From an optimization exercise on the open Yosys and OpenROAD flow, aimed at small area and a short achievable clock period; shortcuts taken in it are not production practice.
RTL that was checked went through simulation tests only; none was proved equivalent to the original.
Power and IR drop assume default switching activity.

== run F ==
Design zepto_cpu, start of the top module:
module zepto_cpu(
	input clk,
	input rst_n,
	input [1:0] disp_sel,
	input [31:0] inst,
	output reg [15:0] pc,
	output wire [6:0] HEX0,
	output wire [6:0] HEX1,
	output wire [6:0] HEX2,
	output wire [6:0] HEX3,
	output wire [6:0] HEX4,
	output wire [6:0] HEX5,
	output wire [6:0] HEX6,
	output wire [6:0] HEX7,
	output [15:0] VerRA
);
wire [3:0] Rd = inst[7:4];
wire [3:0] Ra = inst[11:8];
wire [3:0] Rb = inst[15:12];
wire [15:0] Imm = inst[31:16];
wire WE, Link, Sub, Br, jalr, jal, beq, bne, bge, blt;
controle U3(.Opcode(inst[3:0]), .WE(WE), .Link(Link), .Sub(Sub), .Br(Br), .jalr(jalr),
	.jal(jal), .beq(beq), .bne(bne), .bge(bge), .blt(blt));
reg [239:0] rf;
wire [15:0] sa = 16'd1 << Ra;
wire [15:0] sb = 16'd1 << Rb;
wire [15:0] A, B;
registrador RA(.Q(rf), .s(sa[15:1]), .A(A));
registrador RB(.Q(rf), .s(sb[15:1]), .A(B));
assign VerRA = A;
wire [15:0] s, Sum, Dm, Inc, E;
ula U7(.Opcode(inst[3:0]), .Sub(Sub), .Br(Br), .Zb(jalr), .Link(Link), .rst_n(rst_n),
	.A(A), .B(B), .Imm(Imm), .Inc(Inc), .s(s), .Sum(Sum), .Dm(Dm));
wire take;
comparador U6(.s(s), .A15(A[15]), .B15(B[15]), .D15(Sum[15]),
	.beq(beq), .bne(bne), .bge(bge), .blt(blt), .jal(jal), .take(take));
pc U1(.Pc(pc), .Imm(Imm), .Sum(Sum), .jalr(jalr), .take(take), .rst_n(rst_n), .Inc(Inc), .E(E));
always @(posedge clk)
	pc <= E;
wire [15:0] wd = 16'd1 << Rd;
genvar g;
generate for (g = 1; g < 16; g = g + 1) begin : w
	wire en = (WE & wd[g]) | ~rst_n;
	always @(posedge clk)
		if (en) rf[16*g-1:16*g-16] <= Dm;
end endgenerate
wire [55:0] hex;
display U9(.sel(disp_sel), .pc(pc), .inst(inst), .A(A), .B(B), .hex(hex));
assign {HEX7, HEX6, HEX5, HEX4, HEX3, HEX2, HEX1, HEX0} = hex;
endmodule
clock: 12.0 ns
lec_check: 0
cap_margin: 20
core_margin: 2
core_utilization: 40
setup_slack_margin: 5
slew_margin: 20
synth_hierarchical: 1
run.sh (not shown) runs the stock make flow with config.mk's settings and CLKGATE_MAP_FILE= SYNTH_SCRIPT=/design/flow/synth_recipe.tcl, a recipe that flattens the netlist after the stock synthesis.
Setup changes, run F to run R
- TNS_END_PERCENT now 5, previously not set
--- outcome ---
Diff run F -> run R: placed wire-length estimate after detailed placement shows a reduction of about 2%; global-route usage shows a reduction of 0.80 points; finished layout cell area shows a reduction of about 6%; clock skew shows a reduction of 0.0080 ns. The ratio of total power to cell area reported for run R is greater than that of run F by 3.0 nW/um2. Compared with run F, wire length reported by the detailed router in run R decreased by a few percent. Cmp run R vs run F: vias after detailed routing lower in run R. Run F and run R ended up with roughly the same overall die width.
No run of this note included a check of the RTL's function; only the layout flow was run.


Another version of the RTL of zepto_cpu (not shown whole).
For scale: roughly 1,200 cells after synthesis.
==> flow/config.mk <==
export PLATFORM = sky130hd
export DESIGN_NAME = zepto_cpu
export DESIGN_NICKNAME = zepto_cpu
export VERILOG_FILES = /design/flow/design.v
export SDC_FILE = /design/flow/constraint.sdc
export NUM_CORES = 4
export LEC_CHECK = 0
export CAP_MARGIN = 20
export CORE_MARGIN = 2
export CORE_UTILIZATION = 50
export SETUP_SLACK_MARGIN = 5
export SLEW_MARGIN = 20
export SYNTH_HIERARCHICAL = 1
export TNS_END_PERCENT = 20
==> flow/constraint.sdc <==
create_clock -name core_clock -period 12.0 [get_ports {clk}]
set_input_delay 2.4000 -clock core_clock [delete_from_list [all_inputs] [get_ports {clk}]]
set_output_delay 2.4000 -clock core_clock [all_outputs]
set_load 0.01 [all_outputs]
standard.sh (not shown) runs the stock make flow with config.mk's settings and CLKGATE_MAP_FILE= SYNTH_SCRIPT=/design/flow/synth_recipe.tcl, a recipe that flattens the netlist after the stock synthesis.
==> flow/flow/run.sh <==
#!/bin/bash
# Layout flow: the standard ORFS flow (standard.sh, which runs the
# standard synthesis unchanged), with the input/output port buffers made
# from the smallest buffer cell; timing repair resizes them where needed.
set -euo pipefail
bash standard.sh "BUFFER_PORTS_ARGS=-buffer_cell sky130_fd_sc_hd__buf_1" finish > flow_make.log 2>&1
The starting point finished clean.
Edit:
CORE_UTILIZATION = 60   (was 50)
CTS_CLUSTER_DIAMETER = 100   (was unset)
CTS_CLUSTER_SIZE = 25   (was unset)
Result:
- The changed run finished with timing, DRC and antenna clean
- sequential share of layout area is higher by 2.9 points
- hold slack loses 22 ps
- design area is lower by 6.5%
- fmax is lower by 1.6%
- wire length is lower by 6.9%
- utilization is higher by 8.6 points
- cell count is lower by about 7%
- area after synthesis does not change
Edit:
CORE_UTILIZATION = 70   (was 60)
The changed run produced a clean layout.
Worst setup slack barely changes.
First-iteration DRC count came out higher by 16%.
Final area came out higher by 2.7%.
Power came out higher by 3.2%.
Via count came out higher by 7.0%.
Hold slack loses 3.4 ps.
Edit:
CORE_UTILIZATION = 50   (was 70)
The changed run finished with timing, DRC and antenna clean.
Setup slack improves by 48 ps.
Global-route usage went down by 9.6 points.
Critical path depth is unchanged.
Synthesized cell count does not change.
Utilization went down by 24 points.
Synthesized area is unchanged.
Clock-buffer cell count went up by 1.
Design area went up by 1.4%.
Total power went down by 0.92%.
Die area went up by 39%.

re-timing with driven ports:
In the flow no input, the clock included, has a driving cell. The finished layouts below were timed again as built, in two steps. Step 1 (the two cells are an assumption about what drives the block):
set clk [get_ports {clk}]
set_driving_cell -lib_cell sky130_fd_sc_hd__clkbuf_16 $clk
set_driving_cell -lib_cell sky130_fd_sc_hd__buf_2 [delete_from_list [all_inputs] $clk]
Step 2 times the ports against the registers' clock, not the clock port: input delays grow and output delays shrink by t, the midpoint of the rising clock arrivals with the driver on. a / b / c = ideal ports / drivers / drivers and shift; a / b = the first two.
run | t (ns) | slack for setup (ns) | slew at the worst register clock pin (ns) | pins driven straight from the clock port
run F | 0.585 | 4.175 / 4.086 / 3.770 | 0.07 / 0.07 | 1
run R | 0.597 | 4.301 / 4.247 / 3.753 | 0.06 / 0.06 | 1
the first run of note 2 | 0.597 | 4.954 / 4.856 / 4.665 | 0.07 / 0.07 | 1
the second run of note 2 | 0.538 | 4.841 / 4.775 / 4.614 | 0.10 / 0.10 | 1
the third run of note 2 | 0.538 | 4.844 / 4.771 / 4.560 | 0.11 / 0.11 | 1
the fourth run of note 2 | 0.561 | 4.892 / 4.819 / 4.676 | 0.10 / 0.10 | 1
After both steps setup and hold are still met in every run listed. For run R, which loses most, drivers alone change the setup slack by -0.054 ns; drivers and shift together by -0.548 ns.
